This design comes from an exercise in tuning for small area on the open sky130 flow, not from production work.
Only simulation tests tie the RTL to the original design; equivalence was not proved.
Power and IR drop assume default switching activity. The flow treats the clock pin as an ideal source, which a real chip does not have.

## run 4
==> flow/design.v (excerpt) <==
module kcpsm6 (address, instruction, bram_enable, in_port, out_port, port_id, write_strobe, k_write_strobe, read_strobe, interrupt, interrupt_ack, sleep, reset, clk) ;
parameter [7:0] 	hwbuild = 8'h00 ;
parameter [11:0] 	interrupt_vector = 12'h3FF ;
parameter integer scratch_pad_memory_size = 64 ;   
output [11:0]	address ;
input	 [17:0]    	instruction ;
output		bram_enable ;
input	 [7:0]	in_port ;
output [7:0]	out_port ;
output [7:0]	port_id ;
output		write_strobe ;
output		k_write_strobe ;
output		read_strobe ;
input			interrupt ;
output		interrupt_ack ;
input			sleep ;
input			reset ;
input			clk ;
function lut_bit(input [63:0] init, input [5:0] idx);
Size: about 3000 cells after synthesis, ~63 I/O pins, roughly 52000 um2 of cells after synthesis.
Settings: LEC_CHECK=0, CAP_MARGIN=20, CORE_MARGIN=2, CORE_UTILIZATION=60, CTS_BUF_LIST=sky130_fd_sc_hd__clkbuf_16, CTS_CLUSTER_DIAMETER=80, CTS_CLUSTER_SIZE=30, PLACE_DENSITY=0.75, SLEW_MARGIN=20, SYNTH_HIERARCHICAL=1, SYNTH_MINIMUM_KEEP_SIZE=0; clock period 9.0 ns.
run.sh (not shown) runs the stock make flow with config.mk's settings and CLKGATE_MAP_FILE= SYNTH_SCRIPT=/design/flow/synth_recipe.tcl, a recipe that flattens the netlist after the stock synthesis.
Run 4 reached the final stage; the timing, DRC and antenna checks on its layout passed.
Setup changes, run 4 to run 3
Settings: swapping 80 for 60 in CTS_CLUSTER_DIAMETER; swapping sky130_fd_sc_hd__clkbuf_16 for sky130_fd_sc_hd__clkbuf_8 in CTS_BUF_LIST; swapping 30 for 20 in CTS_CLUSTER_SIZE.
==> results.txt <==
- Comparing run 4 against run 3, there is no change at all in area after synthesis.
- Reported for run 4 and run 3, path length in cells of the critical path turned out identical to the last digit.
- Comparing buffer count excluding the clock tree in the final layout for run 4 and run 3, the bigger number came from run 3.
- For non-clock buffer area fraction after layout, run 4 and run 3 come out practically identical.
- Going from run 4 to run 3, cell-internal power shrank slightly.


Setup of old:
kcpsm6, a different RTL version from the one above (not shown whole).
For scale: about 2,900 cells after synthesis, roughly 63 I/O pins.
Settings: LEC_CHECK=0, CAP_MARGIN=20, CORE_MARGIN=2, CORE_UTILIZATION=70, CTS_BUF_LIST=sky130_fd_sc_hd__clkbuf_16, CTS_CLUSTER_DIAMETER=80, CTS_CLUSTER_SIZE=30, PLACE_DENSITY=0.85, SLEW_MARGIN=20, SYNTH_HIERARCHICAL=1, SYNTH_MINIMUM_KEEP_SIZE=0; clock period 9.0 ns.
standard.sh (not shown) runs the stock make flow with config.mk's settings and CLKGATE_MAP_FILE= SYNTH_SCRIPT=/design/flow/synth_recipe.tcl, a recipe that flattens the netlist after the stock synthesis.
==> flow/flow/run.sh <==
#!/bin/bash
# The standard layout, with two changes: every input and output port is
# buffered with sky130_fd_sc_hd__buf_1 (the standard flow's buffer_ports picks
# a larger delay buffer), and the clock tree is built without dummy loads
# (CTS's load-balancing cells that drive nothing), with the same CTS settings
# as config.mk otherwise. make's full output goes to flow_make.log; each ORFS
# step keeps its own log under orfs/logs/.
set -euo pipefail
bash standard.sh \
  "BUFFER_PORTS_ARGS=-inputs -outputs -buffer_cell sky130_fd_sc_hd__buf_1" \
  "CTS_ARGS=-sink_clustering_enable -repair_clock_nets -sink_clustering_size 30 -sink_clustering_max_diameter 80 -buf_list sky130_fd_sc_hd__clkbuf_16 -dont_use_dummy_load" \
  finish > flow_make.log 2>&1
old finished end to end and its layout was clean on timing, DRC and antenna.
What new does differently from old at the input level:
==> flow/flow/run.sh <==
#!/bin/bash
# The standard layout, with three changes: every input and output port is
# buffered with sky130_fd_sc_hd__buf_1 (the standard flow's buffer_ports picks
# a larger delay buffer), and the clock tree is built without dummy loads
# (CTS's load-balancing cells that drive nothing), with the same CTS settings
# as config.mk otherwise; and after global routing the resizer may slow any
# path with positive slack to save power (RECOVER_POWER, which downsizes
# cells). make's full output goes to flow_make.log; each ORFS
# step keeps its own log under orfs/logs/.
set -euo pipefail
bash standard.sh \
  "BUFFER_PORTS_ARGS=-inputs -outputs -buffer_cell sky130_fd_sc_hd__buf_1" \
  "CTS_ARGS=-sink_clustering_enable -repair_clock_nets -sink_clustering_size 30 -sink_clustering_max_diameter 80 -buf_list sky130_fd_sc_hd__clkbuf_16 -dont_use_dummy_load" \
  RECOVER_POWER=100 \
  finish > flow_make.log 2>&1
--- outcome ---
- Layout checks on new: not met. Flow itself completed; violations: max-capacitance violations, max-slew violations.
- As far as met2 routed wirelength is concerned, old and new perform about the same.
- When new is measured against old, its clock skew turns out 3.1 ps lower.
- [compare] base=old new=new: final instance area neither gained nor lost much, critical path depth picked up an extra 4.

port drivers added, routing unchanged:
Ports are ideal in the flow. The routed layouts listed here were re-timed in OpenROAD.
Step 1: set_driving_cell puts a clkbuf_16 on clk and a buf_2 on each other input, an assumption about the parent block.
Step 2 moves the port delays by t, midway between the first and last clock arrival at a register: inputs arrive t later, outputs are due t later. That takes back most of the time a late clock gives input paths.
Slacks: ideal / step 1 / step 2; pairs: ideal / step 1.
| run | shift t [ns] | slack for setup (ns) | hold slack, ns | latest minus earliest clock arrival (ns) | worst register clock-pin slew, ns |
|---|---|---|---|---|---|
| run 4 | 0.742 | 0.854 / 0.823 / 0.799 | 0.417 / 0.417 / 0.417 | 0.034 / 0.035 | 0.12 / 0.12 |
| run 3 | 0.837 | 0.850 / 0.820 / 0.781 | 0.403 / 0.403 / 0.403 | 0.052 / 0.052 | 0.12 / 0.12 |
| old | 0.699 | 1.280 / 1.222 / 0.929 | 0.407 / 0.407 / 0.407 | 0.057 / 0.057 | 0.12 / 0.12 |
| new | 0.697 | 0.784 / 0.798 / 0.101 | 0.402 / 0.402 / 0.402 | 0.053 / 0.054 | 0.11 / 0.11 |
The setup slack of new, which loses most, moves by +0.014 ns with the drivers and by -0.683 ns with both steps.
